From an optimization exercise on the open Yosys and OpenROAD flow, aimed at small area and a short achievable clock period; shortcuts taken in it are not production practice.
Function was not checked in any run shown here: the RTL went through the layout flow alone.
Power is estimated from default activity; no workload was simulated.

File: design/flow/constraint.sdc
create_clock -name core_clock -period 13.0 [get_ports {clk}]
set_input_delay 2.6000 -clock core_clock [delete_from_list [all_inputs] [get_ports {clk}]]
set_output_delay 2.6000 -clock core_clock [all_outputs]
set_load 0.01 [all_outputs]
File: design/flow/flow/run.sh
#!/bin/bash
# The standard layout (standard.sh) with these changes to its settings:
#  - the port buffers are plain buffers (BUF) instead of the delay-cell
#    footprint-mates that buffer_ports picks by default;
#  - repair_timing aims for a setup slack margin of MARGIN ns;
#  - clock tree synthesis inserts no dummy loads.
# Everything else (synthesis, floorplan, power grid, placement, routing) is
# the standard flow's.  The make output goes to standard.log; ORFS keeps each
# step's log under orfs/logs.
set -euo pipefail
MARGIN=5
BUF=sky130_fd_sc_hd__buf_2
export BUFFER_PORTS_ARGS="-buffer_cell $BUF"
export CTS_ARGS="-sink_clustering_enable -repair_clock_nets -buf_list sky130_fd_sc_hd__clkbuf_8 -dont_use_dummy_load"
sed -e "s/\"\${@:-finish}\"/SETUP_SLACK_MARGIN=$MARGIN \"\${@:-finish}\"/" standard.sh > standard_margin.sh
grep -q "SETUP_SLACK_MARGIN=$MARGIN" standard_margin.sh
bash standard_margin.sh > standard.log 2>&1
File: design/flow/design.v
module lab4(Dout, Din, clk, reset);
output  [17:0]  Dout;
input   [7:0]   Din;
input           clk, reset;
reg [7:0] r0, r1, r2, r3, r4, r5, r6, r7, r8, r9, r10;
reg [16:0] s;
wire nrst;
invm u_nrst (.a(reset), .y(nrst));
wire pas1, pac2;
ha upas1 (.a(r1[0]), .b(r7[0]), .s(pas1), .co(pac2));
wire pas3, pac4;
fa upas3 (.a(r1[1]), .b(r7[1]), .c(pac2), .s(pas3), .co(pac4));
wire pas5, pac6;
fa upas5 (.a(r1[2]), .b(r7[2]), .c(pac4), .s(pas5), .co(pac6));
wire pas7, pac8;
fa upas7 (.a(r1[3]), .b(r7[3]), .c(pac6), .s(pas7), .co(pac8));
wire pas9, pac10;
fa upas9 (.a(r1[4]), .b(r7[4]), .c(pac8), .s(pas9), .co(pac10));
wire pas11, pac12;
fa upas11 (.a(r1[5]), .b(r7[5]), .c(pac10), .s(pas11), .co(pac12));
wire pas13, pac14;
fa upas13 (.a(r1[6]), .b(r7[6]), .c(pac12), .s(pas13), .co(pac14));
wire pas15, pac16;
fa upas15 (.a(r1[7]), .b(r7[7]), .c(pac14), .s(pas15), .co(pac16));
wire pbs17, pbc18;
xnor2m upbs17 (.a(r2[0]), .b(r6[0]), .y(pbs17));
or2m upbc18 (.a(r2[0]), .b(r6[0]), .y(pbc18));
wire pbs19, pbc20;
fa upbs19 (.a(r2[1]), .b(r6[1]), .c(pbc18), .s(pbs19), .co(pbc20));
wire pbs21, pbc22;
fa upbs21 (.a(r2[2]), .b(r6[2]), .c(pbc20), .s(pbs21), .co(pbc22));
wire pbs23, pbc24;
fa upbs23 (.a(r2[3]), .b(r6[3]), .c(pbc22), .s(pbs23), .co(pbc24));
wire pbs25, pbc26;
fa upbs25 (.a(r2[4]), .b(r6[4]), .c(pbc24), .s(pbs25), .co(pbc26));
wire pbs27, pbc28;
fa upbs27 (.a(r2[5]), .b(r6[5]), .c(pbc26), .s(pbs27), .co(pbc28));
wire pbs29, pbc30;
fa upbs29 (.a(r2[6]), .b(r6[6]), .c(pbc28), .s(pbs29), .co(pbc30));
wire pbs31, pbc32;
fa upbs31 (.a(r2[7]), .b(r6[7]), .c(pbc30), .s(pbs31), .co(pbc32));
wire pcs33, pcc34;
ha upcs33 (.a(r3[0]), .b(r5[0]), .s(pcs33), .co(pcc34));
wire pcs35, pcc36;
fa upcs35 (.a(r3[1]), .b(r5[1]), .c(pcc34), .s(pcs35), .co(pcc36));
wire pcs37, pcc38;
fa upcs37 (.a(r3[2]), .b(r5[2]), .c(pcc36), .s(pcs37), .co(pcc38));
wire pcs39, pcc40;
fa upcs39 (.a(r3[3]), .b(r5[3]), .c(pcc38), .s(pcs39), .co(pcc40));
wire pcs41, pcc42;
fa upcs41 (.a(r3[4]), .b(r5[4]), .c(pcc40), .s(pcs41), .co(pcc42));
wire pcs43, pcc44;
fa upcs43 (.a(r3[5]), .b(r5[5]), .c(pcc42), .s(pcs43), .co(pcc44));
wire pcs45, pcc46;
fa upcs45 (.a(r3[6]), .b(r5[6]), .c(pcc44), .s(pcs45), .co(pcc46));
wire pcs47, pcc48;
fa upcs47 (.a(r3[7]), .b(r5[7]), .c(pcc46), .s(pcs47), .co(pcc48));
wire n49 = ~pas1;
wire n50 = ~pas3;
wire n51 = ~pas5;
wire n52 = ~pas7;
wire n53 = ~pas9;
wire n54 = ~pas11;
wire n55 = ~pas13;
wire n56 = ~pas15;
wire n57 = ~pac16;
wire pgs58, pgc59;
ha upgs58 (.a(pbs17), .b(n49), .s(pgs58), .co(pgc59));
wire pgs60, pgc61;
fa upgs60 (.a(pgc59), .b(pbs19), .c(n50), .s(pgs60), .co(pgc61));
wire pgs62, pgc63;
fa upgs62 (.a(pbs21), .b(n51), .c(pgc61), .s(pgs62), .co(pgc63));
wire pgs64, pgc65;
fa upgs64 (.a(pbs23), .b(n52), .c(pgc63), .s(pgs64), .co(pgc65));
wire pgs66, pgc67;
fa upgs66 (.a(pbs25), .b(n53), .c(pgc65), .s(pgs66), .co(pgc67));
wire pgs68, pgc69;
fa upgs68 (.a(pbs27), .b(n54), .c(pgc67), .s(pgs68), .co(pgc69));
wire pgs70, pgc71;
fa upgs70 (.a(pbs29), .b(n55), .c(pgc69), .s(pgs70), .co(pgc71));
wire pgs72, pgc73;
fa upgs72 (.a(pbs31), .b(n56), .c(pgc71), .s(pgs72), .co(pgc73));
wire pgs74, pgc75;
fa upgs74 (.a(pbc32), .b(n57), .c(pgc73), .s(pgs74), .co(pgc75));
wire n76 = ~pcs33;
wire n77 = ~pcs35;
wire n78 = ~pcs37;
wire n79 = ~pcs39;
wire n80 = ~pcs41;
wire n81 = ~pcs43;
wire n82 = ~pcs45;
wire n83 = ~pcs47;
wire n84 = ~pcc48;
wire pfs85, pfc86;
xnor2m upfs85 (.a(r4[0]), .b(n76), .y(pfs85));
or2m upfc86 (.a(r4[0]), .b(n76), .y(pfc86));
wire pfs87, pfc88;
fa upfs87 (.a(r4[1]), .b(pfc86), .c(n77), .s(pfs87), .co(pfc88));
wire pfs89, pfc90;
fa upfs89 (.a(r4[2]), .b(n78), .c(pfc88), .s(pfs89), .co(pfc90));
wire pfs91, pfc92;
fa upfs91 (.a(r4[3]), .b(n79), .c(pfc90), .s(pfs91), .co(pfc92));
wire pfs93, pfc94;
fa upfs93 (.a(r4[4]), .b(n80), .c(pfc92), .s(pfs93), .co(pfc94));
wire pfs95, pfc96;
fa upfs95 (.a(r4[5]), .b(n81), .c(pfc94), .s(pfs95), .co(pfc96));
wire pfs97, pfc98;
fa upfs97 (.a(r4[6]), .b(n82), .c(pfc96), .s(pfs97), .co(pfc98));
wire pfs99, pfc100;
fa upfs99 (.a(r4[7]), .b(n83), .c(pfc98), .s(pfs99), .co(pfc100));
wire pfs101, pfc102;
ha upfs101 (.a(n84), .b(pfc100), .s(pfs101), .co(pfc102));
wire n103 = ~r10[0];
wire n104 = ~r10[1];
wire n105 = ~r10[2];
wire n106 = ~r10[3];
wire n107 = ~r10[4];
wire n108 = ~r10[5];
wire n109 = ~r10[6];
wire n110 = ~r10[7];
wire ts111, tc112;
fa uts111 (.a(r9[0]), .b(r10[0]), .c(pfs85), .s(ts111), .co(tc112));
wire ts113, tc114;
fa uts113 (.a(r9[1]), .b(r10[1]), .c(pas1), .s(ts113), .co(tc114));
wire ts115, tc116;
fa uts115 (.a(ts113), .b(tc112), .c(pfs87), .s(ts115), .co(tc116));
wire ts117, tc118;
fa uts117 (.a(r9[2]), .b(r10[2]), .c(pbs17), .s(ts117), .co(tc118));
wire ts119, tc120;
fa uts119 (.a(pcs33), .b(ts117), .c(tc114), .s(ts119), .co(tc120));
wire ts121, tc122;
fa uts121 (.a(pas3), .b(ts119), .c(pfs89), .s(ts121), .co(tc122));
wire ts123, tc124;
ha uts123 (.a(tc116), .b(Din[2]), .s(ts123), .co(tc124));
wire ts125, tc126;
xnor2m uts125 (.a(r4[0]), .b(r9[3]), .y(ts125));
or2m utc126 (.a(r4[0]), .b(r9[3]), .y(tc126));
wire ts127, tc128;
fa uts127 (.a(r10[3]), .b(n103), .c(ts125), .s(ts127), .co(tc128));
wire ts129, tc130;
fa uts129 (.a(tc118), .b(pbs19), .c(ts127), .s(ts129), .co(tc130));
wire ts131, tc132;
fa uts131 (.a(pcs35), .b(tc120), .c(pas5), .s(ts131), .co(tc132));
wire ts133, tc134;
fa uts133 (.a(ts129), .b(ts131), .c(pfs91), .s(ts133), .co(tc134));
wire ts135, tc136;
fa uts135 (.a(tc122), .b(Din[3]), .c(tc124), .s(ts135), .co(tc136));
wire ts137, tc138;
fa uts137 (.a(r4[1]), .b(r9[0]), .c(r9[4]), .s(ts137), .co(tc138));
wire ts139, tc140;
fa uts139 (.a(r10[4]), .b(n104), .c(tc126), .s(ts139), .co(tc140));
wire ts141, tc142;
fa uts141 (.a(ts137), .b(tc128), .c(ts139), .s(ts141), .co(tc142));
wire ts143, tc144;
fa uts143 (.a(pgs58), .b(pbs21), .c(tc130), .s(ts143), .co(tc144));
wire ts145, tc146;
fa uts145 (.a(pcs37), .b(ts141), .c(pas7), .s(ts145), .co(tc146));
wire ts147, tc148;
fa uts147 (.a(tc132), .b(ts143), .c(ts145), .s(ts147), .co(tc148));
wire ts149, tc150;
fa uts149 (.a(Din[0]), .b(Din[4]), .c(pfs93), .s(ts149), .co(tc150));
wire ts151, tc152;
fa uts151 (.a(tc134), .b(ts147), .c(tc136), .s(ts151), .co(tc152));
wire ts153, tc154;
xnor2m uts153 (.a(r4[2]), .b(r0[0]), .y(ts153));
or2m utc154 (.a(r4[2]), .b(r0[0]), .y(tc154));
wire ts155, tc156;
fa uts155 (.a(r8[0]), .b(r9[1]), .c(r9[5]), .s(ts155), .co(tc156));
wire ts157, tc158;
fa uts157 (.a(r10[5]), .b(n105), .c(ts153), .s(ts157), .co(tc158));
wire ts159, tc160;
fa uts159 (.a(tc138), .b(ts155), .c(tc140), .s(ts159), .co(tc160));
wire ts161, tc162;
fa uts161 (.a(pgs58), .b(ts157), .c(tc142), .s(ts161), .co(tc162));
wire ts163, tc164;
fa uts163 (.a(ts159), .b(pgs60), .c(pbs23), .s(ts163), .co(tc164));
wire ts165, tc166;
fa uts165 (.a(tc144), .b(pcs39), .c(ts161), .s(ts165), .co(tc166));
wire ts167, tc168;
fa uts167 (.a(pas9), .b(tc146), .c(ts163), .s(ts167), .co(tc168));
wire ts169, tc170;
fa uts169 (.a(ts165), .b(Din[1]), .c(Din[5]), .s(ts169), .co(tc170));
wire ts171, tc172;
fa uts171 (.a(tc148), .b(ts167), .c(ts169), .s(ts171), .co(tc172));
wire ts173, tc174;
fa uts173 (.a(pfs95), .b(tc150), .c(ts171), .s(ts173), .co(tc174));
wire ts175, tc176;
fa uts175 (.a(r4[3]), .b(r0[1]), .c(r8[1]), .s(ts175), .co(tc176));
wire ts177, tc178;
fa uts177 (.a(r9[2]), .b(r9[6]), .c(r10[6]), .s(ts177), .co(tc178));
wire ts179, tc180;
fa uts179 (.a(n106), .b(tc154), .c(tc156), .s(ts179), .co(tc180));
wire ts181, tc182;
fa uts181 (.a(ts175), .b(ts177), .c(pfs85), .s(ts181), .co(tc182));
wire ts183, tc184;
fa uts183 (.a(tc158), .b(ts179), .c(tc160), .s(ts183), .co(tc184));
wire ts185, tc186;
fa uts185 (.a(ts181), .b(pgs60), .c(tc162), .s(ts185), .co(tc186));
wire ts187, tc188;
fa uts187 (.a(ts183), .b(pgs62), .c(pbs25), .s(ts187), .co(tc188));
wire ts189, tc190;
fa uts189 (.a(tc164), .b(pcs41), .c(tc166), .s(ts189), .co(tc190));
wire ts191, tc192;
fa uts191 (.a(ts185), .b(Din[2]), .c(Din[6]), .s(ts191), .co(tc192));
wire ts193, tc194;
fa uts193 (.a(pas11), .b(tc168), .c(ts187), .s(ts193), .co(tc194));
wire ts195, tc196;
fa uts195 (.a(ts189), .b(tc170), .c(ts191), .s(ts195), .co(tc196));
wire ts197, tc198;
fa uts197 (.a(ts193), .b(tc172), .c(ts195), .s(ts197), .co(tc198));
wire ts199, tc200;
ha uts199 (.a(pfs97), .b(tc174), .s(ts199), .co(tc200));
wire ts201, tc202;
fa uts201 (.a(r4[4]), .b(r0[2]), .c(r8[2]), .s(ts201), .co(tc202));
wire ts203, tc204;
fa uts203 (.a(r9[3]), .b(r9[7]), .c(r10[7]), .s(ts203), .co(tc204));
wire ts205, tc206;
fa uts205 (.a(n107), .b(tc176), .c(tc178), .s(ts205), .co(tc206));
wire ts207, tc208;
fa uts207 (.a(ts201), .b(ts203), .c(tc180), .s(ts207), .co(tc208));
wire ts209, tc210;
fa uts209 (.a(ts205), .b(tc182), .c(pfs87), .s(ts209), .co(tc210));
wire ts211, tc212;
fa uts211 (.a(ts207), .b(tc184), .c(pgs62), .s(ts211), .co(tc212));
wire ts213, tc214;
fa uts213 (.a(ts209), .b(tc186), .c(pgs64), .s(ts213), .co(tc214));
wire ts215, tc216;
fa uts215 (.a(Din[3]), .b(Din[7]), .c(ts211), .s(ts215), .co(tc216));
wire ts217, tc218;
fa uts217 (.a(pbs27), .b(tc188), .c(pcs43), .s(ts217), .co(tc218));
wire ts219, tc220;
fa uts219 (.a(tc190), .b(tc192), .c(ts213), .s(ts219), .co(tc220));
wire ts221, tc222;
fa uts221 (.a(ts215), .b(pas13), .c(tc194), .s(ts221), .co(tc222));
wire ts223, tc224;
fa uts223 (.a(ts217), .b(tc196), .c(ts219), .s(ts223), .co(tc224));
wire ts225, tc226;
fa uts225 (.a(ts221), .b(tc198), .c(ts223), .s(ts225), .co(tc226));
wire ts227, tc228;
ha uts227 (.a(pfs99), .b(tc200), .s(ts227), .co(tc228));
wire ts229, tc230;
xnor2m uts229 (.a(r4[5]), .b(r0[3]), .y(ts229));
or2m utc230 (.a(r4[5]), .b(r0[3]), .y(tc230));
wire ts231, tc232;
fa uts231 (.a(r8[3]), .b(r9[4]), .c(n108), .s(ts231), .co(tc232));
wire ts233, tc234;
fa uts233 (.a(ts229), .b(tc202), .c(tc204), .s(ts233), .co(tc234));
wire ts235, tc236;
fa uts235 (.a(ts231), .b(tc206), .c(ts233), .s(ts235), .co(tc236));
wire ts237, tc238;
fa uts237 (.a(tc208), .b(ts235), .c(pfs89), .s(ts237), .co(tc238));
wire ts239, tc240;
fa uts239 (.a(tc210), .b(pgs64), .c(tc212), .s(ts239), .co(tc240));
wire ts241, tc242;
fa uts241 (.a(Din[4]), .b(ts237), .c(pgs66), .s(ts241), .co(tc242));
wire ts243, tc244;
fa uts243 (.a(tc214), .b(tc216), .c(ts239), .s(ts243), .co(tc244));
wire ts245, tc246;
fa uts245 (.a(pbs29), .b(pcs45), .c(tc218), .s(ts245), .co(tc246));
wire ts247, tc248;
fa uts247 (.a(tc220), .b(ts241), .c(ts243), .s(ts247), .co(tc248));
wire ts249, tc250;
fa uts249 (.a(pas15), .b(tc222), .c(ts245), .s(ts249), .co(tc250));
wire ts251, tc252;
fa uts251 (.a(tc224), .b(ts247), .c(ts249), .s(ts251), .co(tc252));
wire ts253, tc254;
fa uts253 (.a(pfs101), .b(tc226), .c(tc228), .s(ts253), .co(tc254));
wire ts255, tc256;
fa uts255 (.a(r4[6]), .b(r0[4]), .c(r8[4]), .s(ts255), .co(tc256));
wire ts257, tc258;
fa uts257 (.a(r9[5]), .b(n109), .c(tc230), .s(ts257), .co(tc258));
wire ts259, tc260;
fa uts259 (.a(tc232), .b(ts255), .c(ts257), .s(ts259), .co(tc260));
wire ts261, tc262;
fa uts261 (.a(tc234), .b(ts259), .c(tc236), .s(ts261), .co(tc262));
wire ts263, tc264;
fa uts263 (.a(ts261), .b(pfs91), .c(tc238), .s(ts263), .co(tc264));
wire ts265, tc266;
fa uts265 (.a(Din[5]), .b(pgs66), .c(tc240), .s(ts265), .co(tc266));
wire ts267, tc268;
fa uts267 (.a(ts263), .b(pgs68), .c(tc242), .s(ts267), .co(tc268));
wire ts269, tc270;
fa uts269 (.a(tc244), .b(ts265), .c(pac16), .s(ts269), .co(tc270));
wire ts271, tc272;
fa uts271 (.a(pbs31), .b(pcs47), .c(tc246), .s(ts271), .co(tc272));
wire ts273, tc274;
fa uts273 (.a(ts267), .b(tc248), .c(ts269), .s(ts273), .co(tc274));
wire ts275, tc276;
fa uts275 (.a(tc250), .b(ts271), .c(pfc102), .s(ts275), .co(tc276));
wire ts277, tc278;
fa uts277 (.a(ts273), .b(tc252), .c(ts275), .s(ts277), .co(tc278));
wire ts279, tc280;
fa uts279 (.a(r4[7]), .b(r0[5]), .c(r8[5]), .s(ts279), .co(tc280));
wire ts281, tc282;
fa uts281 (.a(r9[6]), .b(n110), .c(tc256), .s(ts281), .co(tc282));
wire ts283, tc284;
fa uts283 (.a(ts279), .b(tc258), .c(ts281), .s(ts283), .co(tc284));
wire ts285, tc286;
fa uts285 (.a(tc260), .b(ts283), .c(tc262), .s(ts285), .co(tc286));
wire ts287, tc288;
fa uts287 (.a(Din[6]), .b(ts285), .c(pfs93), .s(ts287), .co(tc288));
wire ts289, tc290;
fa uts289 (.a(tc264), .b(pgs68), .c(tc266), .s(ts289), .co(tc290));
wire ts291, tc292;
fa uts291 (.a(pbc32), .b(ts287), .c(pcc48), .s(ts291), .co(tc292));
wire ts293, tc294;
fa uts293 (.a(pgs70), .b(tc268), .c(ts289), .s(ts293), .co(tc294));
wire ts295, tc296;
fa uts295 (.a(tc270), .b(tc272), .c(ts291), .s(ts295), .co(tc296));
wire ts297, tc298;
fa uts297 (.a(ts293), .b(tc274), .c(ts295), .s(ts297), .co(tc298));
wire ts299, tc300;
ha uts299 (.a(tc276), .b(ts297), .s(ts299), .co(tc300));
wire ts301, tc302;
fa uts301 (.a(r0[6]), .b(r8[6]), .c(r9[7]), .s(ts301), .co(tc302));
wire ts303, tc304;
fa uts303 (.a(tc280), .b(ts301), .c(tc282), .s(ts303), .co(tc304));
wire ts305, tc306;
fa uts305 (.a(tc284), .b(ts303), .c(tc286), .s(ts305), .co(tc306));
wire ts307, tc308;
fa uts307 (.a(Din[7]), .b(ts305), .c(pfs95), .s(ts307), .co(tc308));
wire ts309, tc310;
fa uts309 (.a(tc288), .b(pgs70), .c(tc290), .s(ts309), .co(tc310));
wire ts311, tc312;
fa uts311 (.a(ts307), .b(tc292), .c(pgs72), .s(ts311), .co(tc312));
wire ts313, tc314;
fa uts313 (.a(tc294), .b(ts309), .c(tc296), .s(ts313), .co(tc314));
wire ts315, tc316;
fa uts315 (.a(ts311), .b(tc298), .c(ts313), .s(ts315), .co(tc316));
wire ts317, tc318;
xnor2m uts317 (.a(r0[7]), .b(r8[7]), .y(ts317));
or2m utc318 (.a(r0[7]), .b(r8[7]), .y(tc318));
wire ts319, tc320;
fa uts319 (.a(ts317), .b(tc302), .c(tc304), .s(ts319), .co(tc320));
wire ts321, tc322;
fa uts321 (.a(ts319), .b(tc306), .c(pfs97), .s(ts321), .co(tc322));
wire ts323, tc324;
fa uts323 (.a(tc308), .b(pgs72), .c(tc310), .s(ts323), .co(tc324));
wire ts325, tc326;
fa uts325 (.a(ts321), .b(pgs74), .c(tc312), .s(ts325), .co(tc326));
wire ts327, tc328;
fa uts327 (.a(ts323), .b(tc314), .c(ts325), .s(ts327), .co(tc328));
wire ts329, tc330;
xnor2m uts329 (.a(tc318), .b(tc320), .y(ts329));
or2m utc330 (.a(tc318), .b(tc320), .y(tc330));
wire ts331, tc332;
fa uts331 (.a(ts329), .b(pfs99), .c(tc322), .s(ts331), .co(tc332));
wire ts333, tc334;
fa uts333 (.a(pgc75), .b(pgs74), .c(tc324), .s(ts333), .co(tc334));
wire ts335, tc336;
fa uts335 (.a(ts331), .b(tc326), .c(ts333), .s(ts335), .co(tc336));
wire ts337, tc338;
xnor2m uts337 (.a(tc330), .b(pfs101), .y(ts337));
or2m utc338 (.a(tc330), .b(pfs101), .y(tc338));
wire ts339, tc340;
fa uts339 (.a(pgc75), .b(tc332), .c(ts337), .s(ts339), .co(tc340));
wire ts341, tc342;
ha uts341 (.a(tc334), .b(ts339), .s(ts341), .co(tc342));
wire ts343, tc344;
xnor2m uts343 (.a(pfc102), .b(tc338), .y(ts343));
or2m utc344 (.a(pfc102), .b(tc338), .y(tc344));
wire ts345, tc346;
ha uts345 (.a(ts343), .b(tc340), .s(ts345), .co(tc346));
wire ts347, tc348;
xnor2m uts347 (.a(tc344), .b(tc346), .y(ts347));
or2m utc348 (.a(tc344), .b(tc346), .y(tc348));
wire tls349, tlc350;
ha utls349 (.a(ts111), .b(Din[0]), .s(tls349), .co(tlc350));
wire tls351, tlc352;
fa utls351 (.a(ts115), .b(Din[1]), .c(tlc350), .s(tls351), .co(tlc352));
wire tls353, tlc354;
fa utls353 (.a(ts121), .b(ts123), .c(tlc352), .s(tls353), .co(tlc354));
wire tls355, tlc356;
fa utls355 (.a(ts133), .b(ts135), .c(tlc354), .s(tls355), .co(tlc356));
wire tls357, tlc358;
fa utls357 (.a(ts149), .b(ts151), .c(tlc356), .s(tls357), .co(tlc358));
wire tls359, tlc360;
fa utls359 (.a(tc152), .b(ts173), .c(tlc358), .s(tls359), .co(tlc360));
wire tls361, tlc362;
fa utls361 (.a(ts197), .b(ts199), .c(tlc360), .s(tls361), .co(tlc362));
wire tls363, tlc364;
fa utls363 (.a(ts225), .b(ts227), .c(tlc362), .s(tls363), .co(tlc364));
wire up365, ug366;
ha uup365 (.a(ts251), .b(ts253), .s(up365), .co(ug366));
wire up367, ug368;
ha uup367 (.a(tc254), .b(ts277), .s(up367), .co(ug368));
wire up369, ug370;
ha uup369 (.a(tc278), .b(ts299), .s(up369), .co(ug370));
wire up371, ug372;
ha uup371 (.a(tc300), .b(ts315), .s(up371), .co(ug372));
wire up373, ug374;
ha uup373 (.a(tc316), .b(ts327), .s(up373), .co(ug374));
wire up375, ug376;
ha uup375 (.a(tc328), .b(ts335), .s(up375), .co(ug376));
wire up377, ug378;
ha uup377 (.a(tc336), .b(ts341), .s(up377), .co(ug378));
wire up379, ug380;
ha uup379 (.a(tc342), .b(ts345), .s(up379), .co(ug380));
wire qg381 = ug366 | (up365 & tlc364);
wire qg382 = ug368 | (up367 & qg381);
wire qp383 = up367 & up365;
wire qg384 = ug372 | (up371 & ug370);
wire qp385 = up371 & up369;
wire qg386 = ug376 | (up375 & ug374);
wire qp387 = up375 & up373;
wire qg388 = ug380 | (up379 & ug378);
wire qp389 = up379 & up377;
wire qg390 = ug370 | (up369 & qg382);
wire qp391 = up369 & qp383;
wire qg392 = qg384 | (qp385 & qg382);
wire qp393 = qp385 & qp383;
wire qg394 = ug378 | (up377 & qg386);
wire qp395 = up377 & qp387;
wire qg396 = qg388 | (qp389 & qg386);
wire qp397 = qp389 & qp387;
wire qg398 = ug374 | (up373 & qg392);
wire qp399 = up373 & qp393;
wire qg400 = qg386 | (qp387 & qg392);
wire qp401 = qp387 & qp393;
wire qg402 = qg394 | (qp395 & qg392);
wire qp403 = qp395 & qp393;
wire qg404 = qg396 | (qp397 & qg392);
wire qp405 = qp397 & qp393;
wire qg406 = 1'b0 | (ts347 & qg404);
wire qp407 = ts347 & qp405;
wire m408 = up365 ^ tlc364;
wire m409 = up367 ^ qg381;
wire m410 = up369 ^ qg382;
wire m411 = up371 ^ qg390;
wire m412 = up373 ^ qg392;
wire m413 = up375 ^ qg398;
wire m414 = up377 ^ qg400;
wire m415 = up379 ^ qg402;
wire m416 = ts347 ^ qg404;
wire [16:0] s_next = {m416, m415, m414, m413, m412, m411, m410, m409, m408, tls363, tls361, tls359, tls357, tls355, tls353, tls351, tls349};
always @(posedge clk) begin
    if (!reset) begin
        s  <= 17'd130817;
    end else begin
        s  <= s_next;
    end
    r0 <= Din & {8{reset}};
    r1 <= ~(r0 & {8{reset}});
    r2 <= ~(r1 | {8{nrst}});
    r3 <= ~(r2 & {8{reset}});
    r4 <= ~(r3 | {8{nrst}});
    r5 <= ~(r4 & {8{reset}});
    r6 <= ~(r5 | {8{nrst}});
    r7 <= ~(r6 & {8{reset}});
    r8 <= ~(r7 | {8{nrst}});
    r9 <= r8 & {8{reset}};
    r10 <= ~(r9 & {8{reset}});
end
wire pp0, gg0;
xnm upp0 (.a(s[0]), .b(Din[0]), .y(pp0));
anm ugg0 (.a(s[0]), .b(Din[0]), .y(gg0));
wire pp1, gg1;
xnm upp1 (.a(s[1]), .b(Din[1]), .y(pp1));
anm ugg1 (.a(s[1]), .b(Din[1]), .y(gg1));
wire pp2, gg2;
xnm upp2 (.a(s[2]), .b(Din[2]), .y(pp2));
anm ugg2 (.a(s[2]), .b(Din[2]), .y(gg2));
wire pp3;
xn3 upp3 (.a(s[3]), .b(Din[3]), .c(Din[0]), .y(pp3));
wire gg3 = 1'b0;
wire pp4, gg4;
pm47 upp4 (.s(s[4]), .d(Din[4]), .e(Din[1]), .sp(s[3]), .dp(Din[3]), .ep(Din[0]), .y(pp4));
gm47 ugg4 (.s(s[4]), .d(Din[4]), .e(Din[1]), .sp(s[3]), .dp(Din[3]), .ep(Din[0]), .y(gg4));
wire pp5, gg5;
pm47 upp5 (.s(s[5]), .d(Din[5]), .e(Din[2]), .sp(s[4]), .dp(Din[4]), .ep(Din[1]), .y(pp5));
gm47 ugg5 (.s(s[5]), .d(Din[5]), .e(Din[2]), .sp(s[4]), .dp(Din[4]), .ep(Din[1]), .y(gg5));
wire pp6, gg6;
pm47 upp6 (.s(s[6]), .d(Din[6]), .e(Din[3]), .sp(s[5]), .dp(Din[5]), .ep(Din[2]), .y(pp6));
gm47 ugg6 (.s(s[6]), .d(Din[6]), .e(Din[3]), .sp(s[5]), .dp(Din[5]), .ep(Din[2]), .y(gg6));
wire pp7, gg7;
pm47 upp7 (.s(s[7]), .d(Din[7]), .e(Din[4]), .sp(s[6]), .dp(Din[6]), .ep(Din[3]), .y(pp7));
gm47 ugg7 (.s(s[7]), .d(Din[7]), .e(Din[4]), .sp(s[6]), .dp(Din[6]), .ep(Din[3]), .y(gg7));
wire pp8, gg8;
pm8 upp8 (.s(s[8]), .e(Din[5]), .sp(s[7]), .dp(Din[7]), .ep(Din[4]), .y(pp8));
gm8 ugg8 (.s(s[8]), .e(Din[5]), .sp(s[7]), .dp(Din[7]), .ep(Din[4]), .y(gg8));
wire pp9, gg9;
pm9 upp9 (.s(s[9]), .e(Din[6]), .sp(s[8]), .ep(Din[5]), .y(pp9));
gm9 ugg9 (.s(s[9]), .e(Din[6]), .sp(s[8]), .ep(Din[5]), .y(gg9));
wire pp10, gg10;
pm9 upp10 (.s(s[10]), .e(Din[7]), .sp(s[9]), .ep(Din[6]), .y(pp10));
gm9 ugg10 (.s(s[10]), .e(Din[7]), .sp(s[9]), .ep(Din[6]), .y(gg10));
wire b11 = s[10] & Din[7];
wire G0_1 = gg1 | (pp1 & gg0);
wire P0_1 = pp1 & pp0;
wire G0_3 = gg3 | (pp3 & gg2);
wire P0_3 = pp3 & pp2;
wire G0_5 = gg5 | (pp5 & gg4);
wire P0_5 = pp5 & pp4;
wire G0_7 = gg7 | (pp7 & gg6);
wire P0_7 = pp7 & pp6;
wire G0_9 = gg9 | (pp9 & gg8);
wire P0_9 = pp9 & pp8;
wire G1_2 = gg2 | (pp2 & G0_1);
wire P1_2 = pp2 & P0_1;
wire G1_3 = G0_3 | (P0_3 & G0_1);
wire P1_3 = P0_3 & P0_1;
wire G1_6 = gg6 | (pp6 & G0_5);
wire P1_6 = pp6 & P0_5;
wire G1_7 = G0_7 | (P0_7 & G0_5);
wire P1_7 = P0_7 & P0_5;
wire G1_10 = gg10 | (pp10 & G0_9);
wire P1_10 = pp10 & P0_9;
wire G2_4 = gg4 | (pp4 & G1_3);
wire P2_4 = pp4 & P1_3;
wire G2_5 = G0_5 | (P0_5 & G1_3);
wire P2_5 = P0_5 & P1_3;
wire G2_6 = G1_6 | (P1_6 & G1_3);
wire P2_6 = P1_6 & P1_3;
wire G2_7 = G1_7 | (P1_7 & G1_3);
wire P2_7 = P1_7 & P1_3;
wire G3_8 = gg8 | (pp8 & G2_7);
wire P3_8 = pp8 & P2_7;
wire G3_9 = G0_9 | (P0_9 & G2_7);
wire P3_9 = P0_9 & P2_7;
wire G3_10 = G1_10 | (P1_10 & G2_7);
wire P3_10 = P1_10 & P2_7;
wire [10:0] lo_s = {pp10 ^ G3_9, pp9 ^ G3_8, pp8 ^ G2_7, pp7 ^ G2_6, pp6 ^ G2_5, pp5 ^ G2_4, pp4 ^ G1_3, pp3 ^ G1_2, pp2 ^ G0_1, pp1 ^ gg0, pp0};
wire lo_c = G3_10 | b11;
wire [11:0] lo = {lo_c, lo_s};
wire [5:0] ones = {&s[15:11], &s[14:11], &s[13:11], &s[12:11], s[11], 1'b1};
assign Dout = {1'b0, s[16:11] ^ (ones & {6{lo[11]}}), lo[10:0]};
endmodule
module fa(a, b, c, s, co);
input a, b, c;
output s, co;
assign s = a ^ b ^ c;
assign co = (a & b) | (c & (a ^ b));
endmodule
module xnor2m(a, b, y);
input a, b;
output y;
assign y = ~(a ^ b);
endmodule
module or2m(a, b, y);
input a, b;
output y;
assign y = a | b;
endmodule
module pm47(s, d, e, sp, dp, ep, y);
input s, d, e, sp, dp, ep;
output y;
assign y = (s ^ ~d ^ e) ^ ((sp & ~dp) | (ep & (sp | ~dp)));
endmodule
module gm47(s, d, e, sp, dp, ep, y);
input s, d, e, sp, dp, ep;
output y;
assign y = (s ^ ~d ^ e) & ((sp & ~dp) | (ep & (sp | ~dp)));
endmodule
module pm8(s, e, sp, dp, ep, y);
input s, e, sp, dp, ep;
output y;
assign y = (s ^ e) ^ ((sp & ~dp) | (ep & (sp | ~dp)));
endmodule
module gm8(s, e, sp, dp, ep, y);
input s, e, sp, dp, ep;
output y;
assign y = (s ^ e) & ((sp & ~dp) | (ep & (sp | ~dp)));
endmodule
module pm9(s, e, sp, ep, y);
input s, e, sp, ep;
output y;
assign y = (s ^ e) ^ (sp & ep);
endmodule
module gm9(s, e, sp, ep, y);
input s, e, sp, ep;
output y;
assign y = (s ^ e) & (sp & ep);
endmodule
module xn3(a, b, c, y);
input a, b, c;
output y;
assign y = a ^ ~b ^ c;
endmodule
module mjn(a, b, c, y);
input a, b, c;
output y;
assign y = (a & ~b) | (c & (a | ~b));
endmodule
module xnm(a, b, y);
input a, b;
output y;
assign y = ~(a ^ b);
endmodule
module anm(a, b, y);
input a, b;
output y;
assign y = a & ~b;
endmodule
module invm(a, y);
input a;
output y;
assign y = ~a;
endmodule
module ha(a, b, s, co);
input a, b;
output s, co;
assign s = a ^ b;
assign co = a & b;
endmodule
File: design/flow/standard.sh
#!/bin/bash
# synth_recipe.tcl (not shown) runs the flow's synth.tcl, then flattens the netlist and writes it again
# the make line also repeats each setting of config.mk as NAME=value (left out here)
make -C /OpenROAD-flow-scripts/flow DESIGN_CONFIG=/design/flow/config.mk WORK_HOME=/design/flow/orfs CLKGATE_MAP_FILE= SYNTH_SCRIPT=/design/flow/synth_recipe.tcl "${@:-finish}"
File: design/flow/config.mk
export PLATFORM = sky130hd
export DESIGN_NAME = lab4
export DESIGN_NICKNAME = lab4
export VERILOG_FILES = /design/flow/design.v
export SDC_FILE = /design/flow/constraint.sdc
export NUM_CORES = 4
export LEC_CHECK = 0
export CAP_MARGIN = 20
export CORE_MARGIN = 2
export CORE_UTILIZATION = 40
export CTS_BUF_LIST = sky130_fd_sc_hd__clkbuf_8
export SLEW_MARGIN = 20
export SYNTH_HIERARCHICAL = 1
export SYNTH_MINIMUM_KEEP_SIZE = 0
==> out/summary.txt, run 1 <==
syn_area_per_cell = 12.2 um^2
CP Max Fanout = 12
share of layout cells above drive strength 1 = 0.0821
Fmax = 0.131 GHz
routed len/inst = 16.3 um
Layout fillers = 1613
Worst Hold Class = reg -> reg
Slowest cell on crit path = a311oi_2
first-pass detailed-route iteration total = 4
Seq/Total Area, Yosys = 0.293
Leak = 3.33 nW
synth warn = 7
antenna cell count = 0
starting density of the core = 0.412
Pwr per Cell Area = 182 nW/um^2
final setup vio count = 0
post-route minimum period = 7.64 ns
Hold Vio Cnt, Final = 0
cts repair resizes = 0
DP Wirelength = 11600 um
GRT Total Usage = 0.162
Num CTS Buffers = 9
Layout area overhead = 6.79%
sequential cell area = 2100 um^2
CP endpoint kind = output port
most frequent cells after synthesis = 148 x fa_1, 105 x dfxtp_1, 58 x nand2_1
DR vias = 3997
initial antenna violation count = 0
Post-synth EDFFs = 0
multi-input logic area = 4860 um^2
Die Y = 138 um
CTS tree = done
Worst EP required = 10.40 ns
die area = 19000 um^2
top-area cell type share of the netlist area = 0.413
GRT overflow = 0
largest net degree at the start of global routing = 79
Setup Total Neg Slack = 0 ns
DRT Wirelength = 13600 um
Die W = 138 um
relative max-transition margin = 0.337
clock buffer depth = 2
Slew Limit Fails = 0
Worst EP arrival = 5.04 ns
post-synth top area cell = fa_1
CTS HTree Levels = 3
Least-Margin Pin Slew = 0.993 ns
CTS clk-pin slew, worst paths = 0.10 ns
clk_skew = 0.0272 ns
drt drc = 0
Syn Inst Count = 586
first-pass GRT wire length = 22800 um
count of nets after finishing = 797
count leader, synth = fa_1
Synth cell types = 42
Worst Setup Start Kind = input pin
vias per cell = 4.79
RSZ-0062 raised after global routing = false
VDD IR max = 0.111 mV
Max-Cap Viols = 0
crit path cell chain = buf_2 -> inv_1 -> maj3_2 -> xnor2_1 -> and4_1 -> o211ai_1 -> a311oi_2 -> o2111ai_1 -> xnor2_1 -> buf_2
Clock Latency Late Sink = 0.38 ns
ranking of synthesized cells by area = fa_1 41%, dfxtp_1 29%, xnor2_1 5.5%, ha_1 4.9%, nand2_1 3.0%
status = timing/DRC/antenna clean
Core Box Area = 17400 um^2
CTS sink count = 105
Synth Register Bits = 105
Mapped Area = 7170 um^2
hold-fix buffers at CTS = 0
Primary FF master, synth = dfxtp_1
CTS root buf = clkbuf_8
number of global-route vias before repair = 4379
number of routed nets with antenna violations = 0
IO Port Bufs = 26
DR iter-0 viols = 199
ys async rst share = 0
Critical Path Max Stage Delay = 0.47 ns
syn nets = 772
Final Cycle Share = 0.587
Post-CTS Setup Inserts = 0
row cnt = 48
routability congestion estimate = 0.836
Post-DP Area = 7540 um^2
CP Class = in -> out
Ports = 28
fin area = 7660 um^2
-- modules after synthesis (local to each module, per instance) --
module | flops+latches | area (um^2)
lab4 | 105 | 3290
pm47 | 0 | 41.3
gm47 | 0 | 35.0
pm8 | 0 | 32.5
gm8 | 0 | 30.0
xn3 | 0 | 22.5
pm9 | 0 | 21.3
fa | 0 | 20.0
gm9 | 0 | 15.0
anm | 0 | 13.8
ha | 0 | 12.5
xnm | 0 | 8.76
xnor2m | 0 | 8.76
or2m | 0 | 6.26
invm | 0 | 3.75
-- cell families (layout without fill, tap and decap cells) --
| group | Yosys count | count (layout) | synth area share |
|---|---|---|---|
| AO/OA/AOI/OAI | 37 | 37 | 0.0358 |
| adder cells (fa/ha/maj) | 181 | 181 | 0.470 |
| flip-flops | 105 | 105 | 0.293 |
| other | 1 | 1 | 0.000523 |
| XOR/XNOR | 53 | 53 | 0.0666 |
| buffers and inverters | 53 | 76 | 0.0288 |
| multiplexers | 1 | 1 | 0.00157 |
| AND/OR/NAND/NOR | 155 | 155 | 0.104 |
-- worst max-delay path: cells and delay by family --
family	cells	cell delay, ns
AOI/OAI and AO/OA	3	0.81
buffers and inverters	3	0.53
xor gates and xnor gates	2	0.52
adders and majority gates	1	0.33
and+or+nand+nor	1	0.25
-- state kept, by name (all words and copies together), names as in the netlist --
| register | flops |
|---|---|
| s | 17 |
| r0 | 8 |
| r10 | 8 |
| r1 | 8 |
| r2 | 8 |
| r3 | 8 |
| r4 | 8 |
| r5 | 8 |
| r6 | 8 |
| r7 | 8 |
| r8 | 8 |
| r9 | 8 |
-- where the power goes --
part / switching (mW) / internal (mW) / total, mW
Sequential: 0.0232 / 0.353 / 0.376
Clock: 0.0993 / 0.0624 / 0.162
Combinational: 0.428 / 0.426 / 0.854
-- metal layers --
| layer | part of all wire | track usage |
|---|---|---|
| met1 | 0.45 | 0.216 |
| met2 | 0.51 | 0.273 |
| met3 | 0.032 | 0.0344 |
| met4 | 0.0084 | 0.0357 |
| met5 | 0 | 0 |
-- worst paths after layout --
check             cells after the start  slack, ns                to           from
setup / recovery                     10       5.36          Dout[16]         Din[4]
hold / removal                        1       0.42     r1[4]$_DFF_P_  r0[4]$_DFF_P_
setup reg to reg                     20       5.96  s[15]$_SDFF_PN1_  r1[0]$_DFF_P_
hold reg to reg                       1       0.42     r1[4]$_DFF_P_  r0[4]$_DFF_P_
-- through the flow --
| stage | total power [mW] | util | setup slack [ns] | cells | hold WS [ns] |
|---|---|---|---|---|---|
| floorplan | 1.04 | - | 5.85 | 586 | 0.387 |
| global placement | 1.23 | 0.433 | 5.45 | 825 | 0.396 |
| detailed placement | 1.25 | 0.433 | 5.38 | 825 | 0.406 |
| CTS | 1.43 | 0.440 | 5.38 | 834 | 0.419 |
| global route | 1.57 | 0.440 | 5.13 | 834 | 0.437 |
| finish | 1.39 | 0.440 | 5.36 | 834 | 0.418 |
-- cell usage in the layout (no fill, tap or decap), drive strengths merged, types with 3 or more instances in the layout --
cell / synthesis / routed
fa: 148 / 148
dfxtp: 105 / 105
nand2: 58 / 58
xnor2: 45 / 45
inv: 40 / 40
nor2: 40 / 40
ha: 28 / 28
buf: 2 / 27
and2: 24 / 24
or2: 12 / 12
a21oi: 10 / 10
clkbuf: 11 / 9
o21ai: 9 / 9
xor2: 7 / 7
nand2b: 6 / 6
maj3: 5 / 5
o21a: 4 / 4
nand3: 3 / 3
nor3: 3 / 3
nor2b: 3 / 3
-- layout make-up --
cell class,count,share of cell area
multi-input combinational,428,0.635
sequential,105,0.274
tap,225,0.0368
inverter,40,0.0196
timing repair buffer,27,0.0180
clock buffer,9,0.0162
==> inputs of run 2 (changes only) <==
--- a/design/flow/design.v
+++ b/design/flow/design.v
@@ -452,4 +452,25 @@
     r10 <= ~(r9 & {8{reset}});
 end
+wire os417, oc418;
+xn3 uos417 (.a(s[3]), .b(Din[3]), .c(Din[0]), .y(os417));
+mjn uoc418 (.a(s[3]), .b(Din[3]), .c(Din[0]), .y(oc418));
+wire os419, oc420;
+xn3 uos419 (.a(s[4]), .b(Din[4]), .c(Din[1]), .y(os419));
+mjn uoc420 (.a(s[4]), .b(Din[4]), .c(Din[1]), .y(oc420));
+wire os421, oc422;
+xn3 uos421 (.a(s[5]), .b(Din[5]), .c(Din[2]), .y(os421));
+mjn uoc422 (.a(s[5]), .b(Din[5]), .c(Din[2]), .y(oc422));
+wire os423, oc424;
+xn3 uos423 (.a(s[6]), .b(Din[6]), .c(Din[3]), .y(os423));
+mjn uoc424 (.a(s[6]), .b(Din[6]), .c(Din[3]), .y(oc424));
+wire os425, oc426;
+xn3 uos425 (.a(s[7]), .b(Din[7]), .c(Din[4]), .y(os425));
+mjn uoc426 (.a(s[7]), .b(Din[7]), .c(Din[4]), .y(oc426));
+wire os427, oc428;
+ha uos427 (.a(s[8]), .b(Din[5]), .s(os427), .co(oc428));
+wire os429, oc430;
+ha uos429 (.a(s[9]), .b(Din[6]), .s(os429), .co(oc430));
+wire os431, oc432;
+ha uos431 (.a(s[10]), .b(Din[7]), .s(os431), .co(oc432));
 wire pp0, gg0;
 xnm upp0 (.a(s[0]), .b(Din[0]), .y(pp0));
@@ -461,29 +482,20 @@
 xnm upp2 (.a(s[2]), .b(Din[2]), .y(pp2));
 anm ugg2 (.a(s[2]), .b(Din[2]), .y(gg2));
-wire pp3;
-xn3 upp3 (.a(s[3]), .b(Din[3]), .c(Din[0]), .y(pp3));
+wire pp3 = os417;
 wire gg3 = 1'b0;
 wire pp4, gg4;
-pm47 upp4 (.s(s[4]), .d(Din[4]), .e(Din[1]), .sp(s[3]), .dp(Din[3]), .ep(Din[0]), .y(pp4));
-gm47 ugg4 (.s(s[4]), .d(Din[4]), .e(Din[1]), .sp(s[3]), .dp(Din[3]), .ep(Din[0]), .y(gg4));
+ha upp4 (.a(os419), .b(oc418), .s(pp4), .co(gg4));
 wire pp5, gg5;
-pm47 upp5 (.s(s[5]), .d(Din[5]), .e(Din[2]), .sp(s[4]), .dp(Din[4]), .ep(Din[1]), .y(pp5));
-gm47 ugg5 (.s(s[5]), .d(Din[5]), .e(Din[2]), .sp(s[4]), .dp(Din[4]), .ep(Din[1]), .y(gg5));
+ha upp5 (.a(os421), .b(oc420), .s(pp5), .co(gg5));
 wire pp6, gg6;
-pm47 upp6 (.s(s[6]), .d(Din[6]), .e(Din[3]), .sp(s[5]), .dp(Din[5]), .ep(Din[2]), .y(pp6));
-gm47 ugg6 (.s(s[6]), .d(Din[6]), .e(Din[3]), .sp(s[5]), .dp(Din[5]), .ep(Din[2]), .y(gg6));
+ha upp6 (.a(os423), .b(oc422), .s(pp6), .co(gg6));
 wire pp7, gg7;
-pm47 upp7 (.s(s[7]), .d(Din[7]), .e(Din[4]), .sp(s[6]), .dp(Din[6]), .ep(Din[3]), .y(pp7));
-gm47 ugg7 (.s(s[7]), .d(Din[7]), .e(Din[4]), .sp(s[6]), .dp(Din[6]), .ep(Din[3]), .y(gg7));
+ha upp7 (.a(os425), .b(oc424), .s(pp7), .co(gg7));
 wire pp8, gg8;
-pm8 upp8 (.s(s[8]), .e(Din[5]), .sp(s[7]), .dp(Din[7]), .ep(Din[4]), .y(pp8));
-gm8 ugg8 (.s(s[8]), .e(Din[5]), .sp(s[7]), .dp(Din[7]), .ep(Din[4]), .y(gg8));
+ha upp8 (.a(os427), .b(oc426), .s(pp8), .co(gg8));
 wire pp9, gg9;
-pm9 upp9 (.s(s[9]), .e(Din[6]), .sp(s[8]), .ep(Din[5]), .y(pp9));
-gm9 ugg9 (.s(s[9]), .e(Din[6]), .sp(s[8]), .ep(Din[5]), .y(gg9));
+ha upp9 (.a(os429), .b(oc428), .s(pp9), .co(gg9));
 wire pp10, gg10;
-pm9 upp10 (.s(s[10]), .e(Din[7]), .sp(s[9]), .ep(Din[6]), .y(pp10));
-gm9 ugg10 (.s(s[10]), .e(Din[7]), .sp(s[9]), .ep(Din[6]), .y(gg10));
-wire b11 = s[10] & Din[7];
+ha upp10 (.a(os431), .b(oc430), .s(pp10), .co(gg10));
 wire G0_1 = gg1 | (pp1 & gg0);
 wire P0_1 = pp1 & pp0;
@@ -521,5 +533,5 @@
 wire P3_10 = P1_10 & P2_7;
 wire [10:0] lo_s = {pp10 ^ G3_9, pp9 ^ G3_8, pp8 ^ G2_7, pp7 ^ G2_6, pp6 ^ G2_5, pp5 ^ G2_4, pp4 ^ G1_3, pp3 ^ G1_2, pp2 ^ G0_1, pp1 ^ gg0, pp0};
-wire lo_c = G3_10 | b11;
+wire lo_c = G3_10 | oc432;
 wire [11:0] lo = {lo_c, lo_s};
 wire [5:0] ones = {&s[15:11], &s[14:11], &s[13:11], &s[12:11], s[11], 1'b1};
@@ -542,34 +554,4 @@
 assign y = a | b;
 endmodule
-module pm47(s, d, e, sp, dp, ep, y);
-input s, d, e, sp, dp, ep;
-output y;
-assign y = (s ^ ~d ^ e) ^ ((sp & ~dp) | (ep & (sp | ~dp)));
-endmodule
-module gm47(s, d, e, sp, dp, ep, y);
-input s, d, e, sp, dp, ep;
-output y;
-assign y = (s ^ ~d ^ e) & ((sp & ~dp) | (ep & (sp | ~dp)));
-endmodule
-module pm8(s, e, sp, dp, ep, y);
-input s, e, sp, dp, ep;
-output y;
-assign y = (s ^ e) ^ ((sp & ~dp) | (ep & (sp | ~dp)));
-endmodule
-module gm8(s, e, sp, dp, ep, y);
-input s, e, sp, dp, ep;
-output y;
-assign y = (s ^ e) & ((sp & ~dp) | (ep & (sp | ~dp)));
-endmodule
-module pm9(s, e, sp, ep, y);
-input s, e, sp, ep;
-output y;
-assign y = (s ^ e) ^ (sp & ep);
-endmodule
-module gm9(s, e, sp, ep, y);
-input s, e, sp, ep;
-output y;
-assign y = (s ^ e) & (sp & ep);
-endmodule
 module xn3(a, b, c, y);
 input a, b, c;
==> run 2 against run 1 <==
Effect of this change:
- utilization shrank 0.26 points
- sequential cell count is the same
- clock skew grew 0.0066 ns
- die area shrank 1.7%
- final cell count shrank 4.2%
- final area shrank 1.6%
- maximum frequency grew 2.8%
- non-clock buffer count is the same
- sequential power shrank 2%
- sequential share of layout area grew 0.45 points
- routed wire length shrank 4.0%
- combinational power grew 3.0%
- critical endpoint is now Dout[9]
==> out/summary.txt, run 2 <==
pre-CTS setup slack = 5.44 ns (+0.0571 ns)
most frequent cells in the layout = 148 x fa_1, 105 x dfxtp_1, 51 x nand2_1
Layout area overhead = 6.90%
total power = 1.41 mW (+1.2%)
post-route minimum period = 7.43 ns (-0.205 ns)
CP endpoint kind = output port
IO Port Bufs = 26 (unchanged)
Die W = 137 um (-0.84%)
Fmax = 0.135 GHz (+2.8%)
routed len/inst = 16.4 um (+0.18%)
Syn Inst Count = 551 (-6.0%)
fin area = 7540 um^2 (-1.6%)
clock buffer depth = 2 (unchanged)
ranking of synthesized cells by area = fa_1 42%, dfxtp_1 30%, ha_1 6.7%, nand2_1 2.7%, nor2_1 2.2%
Crit path max-delay family = adder cells
Slew Limit Fails = 0 (unchanged)
starting density of the core = 0.409 (-0.00288)
internal power = 0.854 mW (+1.5%)
Ports = 28 (unchanged)
syn nets = 747 (-3.2%)
met1 global-route usage = 0.217 (about the same)
GRT Total Usage = 0.160 (-0.00231)
Worst EP arrival = 4.83 ns (-0.21 ns)
sw power = 0.555 mW (+0.73%)
share of layout cells above drive strength 1 = 0.0923 (+0.0102)
dpl cells = 790 (-4.2%)
met2 GRT Util = 0.261 (-0.0114)
Pwr per Cell Area = 187 nW/um^2 (+2.8%)
switch share = 0.394 (-0.00175)
final setup vio count = 0 (unchanged)
largest register by flop count = s
CTS root buf = clkbuf_8
clk_skew = 0.0338 ns (+0.00661 ns)
Seq/Total Area, Yosys = 0.298 (+0.00515)
synth warn = 7 (unchanged)
RSZ-0062 raised after global routing = false
initial antenna violation count = 0 (unchanged)
max reg flops = 17 (unchanged)
Compound-Gate Fraction of Synth Area = 0.0286 (-0.00718)
Post-synth EDFFs = 0 (unchanged)
CTS sink count = 105 (unchanged)
hold-fix buffers at CTS = 0 (unchanged)
DP Wirelength = 11200 um (-3.2%)
Mapped Area = 7050 um^2 (-1.7%)
crit path cell chain = buf_2 -> xnor3_1 -> ha_1 -> and3_1 -> o211ai_2 -> nand2_1 -> o21ai_1 -> nand2b_1 -> ha_1 -> nor2_1 -> xnor2_1 -> buf_2
routability congestion estimate = 0.878 (+5.1%)
DR vias = 3788 (-5.2%)
Slowest cell on crit path = xnor3_1
busiest metal layer after global routing = met2
row cnt = 48 (unchanged)
Die Y = 137 um (-0.84%)
Setup WS post-layout = 5.57 ns (+0.205 ns)
DRT Wirelength = 13100 um (-4.0%)
Leak = 3.39 nW (+1.6%)
post-synth top area cell = fa_1
cts repair resizes = 0 (unchanged)
clock network power share = 0.114 (-0.002)
count leader, synth = fa_1
antenna cell count = 0 (unchanged)
Setup Total Neg Slack = 0 ns (unchanged)
drt drc = 0 (unchanged)
register share of total power = 0.262 (-0.008)
most frequent cells after synthesis = 148 x fa_1, 105 x dfxtp_1, 51 x nand2_1
ys async rst share = 0 (unchanged)
Final Cycle Share = 0.572 (-0.0157)
Worst EP required = 10.40 ns (about the same)
Post-Synth XOR/XNOR Area = 0.0469 (-0.0198)
Logic pwr share = 0.625 (+0.011)
Least-Margin Pin Slew = 0.999 ns (+0.00567 ns)
number of routed nets with antenna violations = 0 (unchanged)
Critical Path Max Stage Delay = 0.38 ns (-0.09 ns)
largest net degree at the start of global routing = 75 (-5.1%)
fin util = 0.437 (-0.00259)
CP Max Fanout = 6 (-6)
number of global-route vias before repair = 4308 (-1.6%)
Synth Register Bits = 105 (unchanged)
Worst Hold Class = reg -> reg
top-area cell type share of the netlist area = 0.420 (+0.00726)
status = timing/DRC/antenna clean
Synth Area in Adders = 0.496 (+0.0260)
Core Box Area = 17200 um^2 (-1.0%)
Synth cell types = 44 (+4.8%)
die area = 18700 um^2 (-1.7%)
GRT overflow = 0 (unchanged)
DR iter-0 viols = 113 (-43%)
Num CTS Buffers = 9 (unchanged)
Post-CTS Setup Inserts = 0 (unchanged)
VDD IR max = 0.117 mV (+5.2%)
non-filler instance count after layout = 799 (-4.2%)
Hold Vio Cnt, Final = 0 (unchanged)
CTS HTree Levels = 3 (unchanged)
first-pass detailed-route iteration total = 4 (unchanged)
dominant combinational cell family by area after synthesis = adder cells
worst hold slack = 0.399 ns (-0.0189 ns)
first-pass GRT wire length = 21900 um (-3.9%)
commonest non-fill, non-tap cell in the layout = fa_1
Max-Cap Viols = 0 (unchanged)
count of nets after finishing = 772 (-3.1%)
simple-gate area share of the yosys netlist = 0.103 (-0.000481)
post-synthesis mux area share = 0 (-0.00157)
Buf+Inv Stages, Crit Path = 2 (-1)
grt met3 use = 0.0293 (-0.00510)
Worst Setup Start Kind = input pin
CTS tree = done
relative max-transition margin = 0.333 (-0.00378)
syn_area_per_cell = 12.8 um^2 (+4.5%)
Post-DP Area = 7410 um^2 (-1.6%)
CP Class = in -> out
CTS clk-pin slew, worst paths = 0.10 ns (about the same)
Primary FF master, synth = dfxtp_1
Clock Latency Late Sink = 0.39 ns (about the same)
vias per cell = 4.74 (-1.1%)
[run 2: Yosys stat by module, one instance, submodules excluded]
module  area (um^2)  copies in the design  flip-flops and latches  cells
invm           3.75                     1                       0      1
xnm            8.76                     3                       0      1
fa             20.0                   148                       0      1
xn3            22.5                     5                       0      1
ha             12.5                    29                       0      1
anm            13.8                     3                       0      1
lab4           3320                     1                     105    333
xnor2m         8.76                    10                       0      1
mjn            15.0                     5                       0      2
or2m           6.26                     9                       0      1
[run 2: final timing paths]
check | start | to | slack (ns) | depth (start not counted)
setup / recovery | Din[6] | Dout[9] | 5.57 | 12
hold / removal | r6[1]$_DFF_P_ | r7[1]$_DFF_P_ | 0.40 | 1
hold reg to reg | r6[1]$_DFF_P_ | r7[1]$_DFF_P_ | 0.40 | 1
setup reg to reg | r3[0]$_DFF_P_ | s[16]$_SDFF_PN1_ | 5.96 | 21
[run 2: kinds of logic (layout without fill, tap and decap cells)]
kind of cell	count (synthesis)	count (layout)
compound gates	27	27
xor+xnor	29	29
fa+ha+maj	191	191
buf+inv	48	71
flops	105	105
other cells	1	1
simple gates	150	150
[run 2: cell type report]
cell class | count | area (um^2)
multi-input cells | 398 | 4760
clock buffers | 9 | 124
repair buffers | 27 | 138
flip-flops and latches | 105 | 2100
inverters | 35 | 131
well taps | 225 | 282
fillers | 1598 | 9700
[run 2: layer usage]
metal,vias to the layer above,share of wire
li1,1763,-
met1,1968,0.48
met2,45,0.48
met3,12,0.023
met4,0,0.016
met5,-,0
[run 2: power by group through the flow]
stage | Sequential (mW) | Combinational [mW] | Clock [mW]
after global routing | 0.372 | 1.03 | 0.177
after detailed placement | 0.376 | 0.890 | 0
after global placement | 0.375 | 0.884 | 0
final | 0.369 | 0.880 | 0.160
after floorplan | 0.373 | 0.678 | 0
after CTS | 0.369 | 0.905 | 0.168
==> inputs of run 3 (changes only) <==
--- a/design/flow/design.v
+++ b/design/flow/design.v
@@ -530,11 +530,15 @@
 wire G3_9 = G0_9 | (P0_9 & G2_7);
 wire P3_9 = P0_9 & P2_7;
-wire G3_10 = G1_10 | (P1_10 & G2_7);
 wire P3_10 = P1_10 & P2_7;
 wire [10:0] lo_s = {pp10 ^ G3_9, pp9 ^ G3_8, pp8 ^ G2_7, pp7 ^ G2_6, pp6 ^ G2_5, pp5 ^ G2_4, pp4 ^ G1_3, pp3 ^ G1_2, pp2 ^ G0_1, pp1 ^ gg0, pp0};
-wire lo_c = G3_10 | oc432;
+wire G3_10;
+wire lo_ca, lo_cb;
+cm u_lo_ca (.g(G1_10), .p(P1_10), .c(G2_7), .b(oc432), .y(lo_ca));
+cm u_lo_cb (.g(G1_10), .p(P1_10), .c(G2_7), .b(oc432), .y(lo_cb));
+wire lo_c = lo_ca;
+assign G3_10 = G1_10 | (P1_10 & G2_7);
 wire [11:0] lo = {lo_c, lo_s};
 wire [5:0] ones = {&s[15:11], &s[14:11], &s[13:11], &s[12:11], s[11], 1'b1};
-assign Dout = {1'b0, s[16:11] ^ (ones & {6{lo[11]}}), lo[10:0]};
+assign Dout = {1'b0, s[16:14] ^ (ones[5:3] & {3{lo_cb}}), s[13:11] ^ (ones[2:0] & {3{lo_ca}}), lo[10:0]};
 endmodule
 module fa(a, b, c, s, co);
@@ -554,4 +558,9 @@
 assign y = a | b;
 endmodule
+module cm(g, p, c, b, y);
+input g, p, c, b;
+output y;
+assign y = g | (p & c) | b;
+endmodule
 module xn3(a, b, c, y);
 input a, b, c;
--- a/design/flow/flow/run.sh
+++ b/design/flow/flow/run.sh
@@ -10,5 +10,5 @@
 set -euo pipefail
 MARGIN=5
-BUF=sky130_fd_sc_hd__buf_2
+BUF=sky130_fd_sc_hd__buf_4
 export BUFFER_PORTS_ARGS="-buffer_cell $BUF"
 export CTS_ARGS="-sink_clustering_enable -repair_clock_nets -buf_list sky130_fd_sc_hd__clkbuf_8 -dont_use_dummy_load"
==> run 3 against run 2 <==
Effect of this change:
- routed wire length rose by 2.1%
- clock power barely moved
- synthesized cell count rose by 0.18%
- combinational power rose by 4.9%
- worst setup slack got worse by 0.071 ns
- power rose by 3.2%
- sequential share of layout area fell by 0.33 points
- utilization rose by 0.38 points
- area after synthesis rose by 0.12%
- worst hold slack got worse by 0.0025 ns
- via count fell by 0.11%
==> out/summary.txt, run 3 <==
status = timing/DRC/antenna clean
CP Max Fanout = 6 (unchanged)
routed len/inst = 16.7 um (+2.0%)
IO Port Bufs = 26 (unchanged)
final setup vio count = 0 (unchanged)
most frequent cells after synthesis = 148 x fa_1, 105 x dfxtp_1, 49 x nand2_1
Max-Cap Viols = 0 (unchanged)
GRT overflow = 0 (unchanged)
fin util = 0.441 (+0.00376)
flop-to-flop setup slack = 6.12 ns (+0.16 ns)
Post-CTS Setup Inserts = 0 (unchanged)
post-route minimum period = 7.50 ns (+0.0715 ns)
row cnt = 48 (unchanged)
CTS root buf = clkbuf_8
end of the critical path = Dout[12]
R2R Path End = s[15]$_SDFF_PN1_
Final Cycle Share = 0.577 (+0.00550)
first-pass GRT wire length = 22300 um (+1.8%)
reg2reg path depth = 18 (-14%)
clock buffer depth = 2 (unchanged)
number of routed nets with antenna violations = 0 (unchanged)
Pwr per Cell Area = 191 nW/um^2 (+1.9%)
Slew Limit Fails = 0 (unchanged)
most frequent cells in the layout = 148 x fa_1, 105 x dfxtp_1, 49 x nand2_1
DR iter-0 viols = 201 (+78%)
Leak = 3.41 nW (+0.79%)
starting density of the core = 0.408 (-0.000914)
count of nets after finishing = 773 (+0.13%)
syn nets = 748 (+0.13%)
RR Startpoint = r6[0]$_DFF_P_
relative max-transition margin = 0.512 (+0.179)
antenna cell count = 0 (unchanged)
Least-Margin Pin Slew = 0.731 ns (-0.268 ns)
largest net degree at the start of global routing = 75 (unchanged)
routability congestion estimate = 0.853 (-2.9%)
largest register by flop count = s
Mapped Area = 7060 um^2 (+0.12%)
ys async rst share = 0 (unchanged)
syn_area_per_cell = 12.8 um^2 (about the same)
Worst Setup Start Kind = input pin
CP endpoint kind = output port
Primary FF master, synth = dfxtp_1
clk_skew = 0.0317 ns (-0.00213 ns)
Core Box Area = 17300 um^2 (+0.35%)
Post-synth EDFFs = 0 (unchanged)
DRT Wirelength = 13400 um (+2.1%)
Post-DP Area = 7480 um^2 (+0.86%)
Seq/Total Area, Yosys = 0.298 (-0.000370)
Synth Register Bits = 105 (unchanged)
Hold Vio Cnt, Final = 0 (unchanged)
Ports = 28 (unchanged)
Setup Total Neg Slack = 0 ns (unchanged)
GRT Total Usage = 0.160 (+0.000205)
CTS tree = done
CTS sink count = 105 (unchanged)
top-area cell type share of the netlist area = 0.420 (-0.000522)
DR vias = 3784 (-0.11%)
post-synth top area cell = fa_1
ranking of synthesized cells by area = fa_1 42%, dfxtp_1 30%, ha_1 6.7%, nand2_1 2.6%, xnor2_1 2.5%
Die Y = 137 um (about the same)
CP Class = in -> out
Worst EP arrival = 4.90 ns (+0.07 ns)
Worst Hold Class = reg -> reg
RSZ-0062 raised after global routing = false
Worst EP required = 10.40 ns (about the same)
VDD IR max = 0.191 mV (+63%)
die area = 18700 um^2 (+0.12%)
Synth cell types = 45 (+2.3%)
crit path launch = Din[5]
number of global-route vias before repair = 4460 (+3.5%)
count leader, synth = fa_1
Num CTS Buffers = 9 (unchanged)
max reg flops = 17 (unchanged)
share of layout cells above drive strength 1 = 0.0852 (-0.00712)
CTS HTree Levels = 3 (unchanged)
synth warn = 7 (unchanged)
worst hold slack = 0.396 ns (-0.00254 ns)
Die W = 137 um (about the same)
drt drc = 0 (unchanged)
Syn Inst Count = 552 (+0.18%)
Clock Latency Late Sink = 0.37 ns (-0.02 ns)
initial antenna violation count = 0 (unchanged)
CTS clk-pin slew, worst paths = 0.10 ns (about the same)
first-pass detailed-route iteration total = 4 (unchanged)
DP Wirelength = 11300 um (+0.86%)
hold-fix buffers at CTS = 0 (unchanged)
commonest non-fill, non-tap cell in the layout = fa_1
Fmax = 0.133 GHz (-0.95%)
Layout area overhead = 8.07%
vias per cell = 4.73 (-0.23%)
fin area = 7630 um^2 (+1.2%)
cts repair resizes = 0 (unchanged)
[run 3: cell count changes after synthesis, moves of 3 or more]
| cell | change |
|---|---|
| nor2_1 | -5 |
| a211oi_1 | -3 |
| a21oi_1 | +3 |
| nand3b_1 | +3 |
[run 3: worst min path at each step]
| stage | start | endpoint | cells past startpoint |
|---|---|---|---|
| 3_3_place_gp | r6[5]$_DFF_P_ | r7[5]$_DFF_P_ | 1 |
| 2_1_floorplan | r0[0]$_DFF_P_ | r1[0]$_DFF_P_ | 1 |
| 6_report | r0[5]$_DFF_P_ | r1[5]$_DFF_P_ | 1 |
| 5_1_grt | r0[5]$_DFF_P_ | r1[5]$_DFF_P_ | 1 |
| 4_1_cts | r0[5]$_DFF_P_ | r1[5]$_DFF_P_ | 1 |
| 3_5_place_dp | r6[6]$_DFF_P_ | r7[6]$_DFF_P_ | 1 |
[run 3: layout make-up]
cell class,count,area (um^2)
clock buffer,9,124
fill,1598,9670
inverter,37,139
multi-input combinational,397,4760
sequential,105,2100
tap,225,282
timing repair buffer,27,223
[run 3: stage by stage]
| step | setup WS, ns | total power, mW | std cells |
|---|---|---|---|
| finish | 5.50 | 1.45 | 800 |
| floorplan | 5.95 | 1.07 | 552 |
| global placement | 5.59 | 1.31 | 790 |
| detailed placement | 5.51 | 1.31 | 790 |
| global route | 5.34 | 1.63 | 800 |
| CTS | 5.49 | 1.48 | 799 |
[run 3: metal layers]
metal	part of all wire	up-vias	track usage	wire, um
li1	-	1775	-	-
met1	0.48	1955	0.222	6430
met2	0.48	43	0.262	6430
met3	0.024	11	0.0270	327
met4	0.013	0	0.0412	170
met5	0	-	0	0
[run 3: power breakdown]
part / switching, mW / internal [mW]
clock: 0.0997 / 0.0625
combinational: 0.451 / 0.472
sequential: 0.0148 / 0.353
total: 0.566 / 0.888
[run 3: cells by family (layout without fill, tap and decap cells)]
logic type / Yosys count / after routing / synth area share
AO/OA/AOI/OAI: 28 / 28 / 0.0282
XOR/XNOR: 29 / 29 / 0.0457
adder cells (fa/ha/maj): 191 / 191 / 0.495
buffers and inverters: 50 / 73 / 0.0280
flip-flops: 105 / 105 / 0.298
other: 1 / 1 / 0.000531
AND/OR/NAND/NOR: 148 / 148 / 0.105
[run 3: modules after synthesis (local to each module, per instance)]
module  cell area, um^2  cells inside  copies in the design
ha                 12.5             1                    29
xn3                22.5             1                     5
invm               3.75             1                     1
anm                13.8             1                     3
xnm                8.76             1                     3
or2m               6.26             1                     9
xnor2m             8.76             1                    10
lab4               3310           332                     1
cm                 8.76             1                     2
fa                 20.0             1                   148
mjn                15.0             2                     5
[run 3: worst max-delay path, cell delays in order]
cell,delay [ns]
buf_4,0.15
xnor3_1,0.35
ha_1,0.36
a21oi_1,0.27
o31a_1,0.20
nand2_1,0.11
a211o_1,0.31
ha_1,0.21
xor2_1,0.18
buf_4,0.15

separate check: timing with driven ports:
Ports are ideal in the flow. The routed layouts listed here were re-timed in OpenROAD.
Step 1: set_driving_cell puts a clkbuf_16 on clk and a buf_2 on each other input, an assumption about the parent block.
Step 2 also shifts input and output timing later by t, the mid clock arrival at the registers, as if the neighbouring blocks saw the same clock.
a / b / c = ideal / step 1 / step 2; a / b = the first two.
run | t (ns) | setup slack, ns | latest minus earliest clock arrival (ns) | cell pins on the clock port's net
run 1 | 0.405 | 5.364 / 5.339 / 5.339 | 0.030 / 0.030 | 1
run 2 | 0.413 | 5.569 / 5.545 / 5.508 | 0.034 / 0.034 | 1
run 3 | 0.392 | 5.498 / 5.475 / 5.475 | 0.035 / 0.035 | 1
After both steps every run listed still meets setup and hold. The setup slack of run 2, which loses most, moves by -0.024 ns with the drivers and by -0.061 ns with both steps.
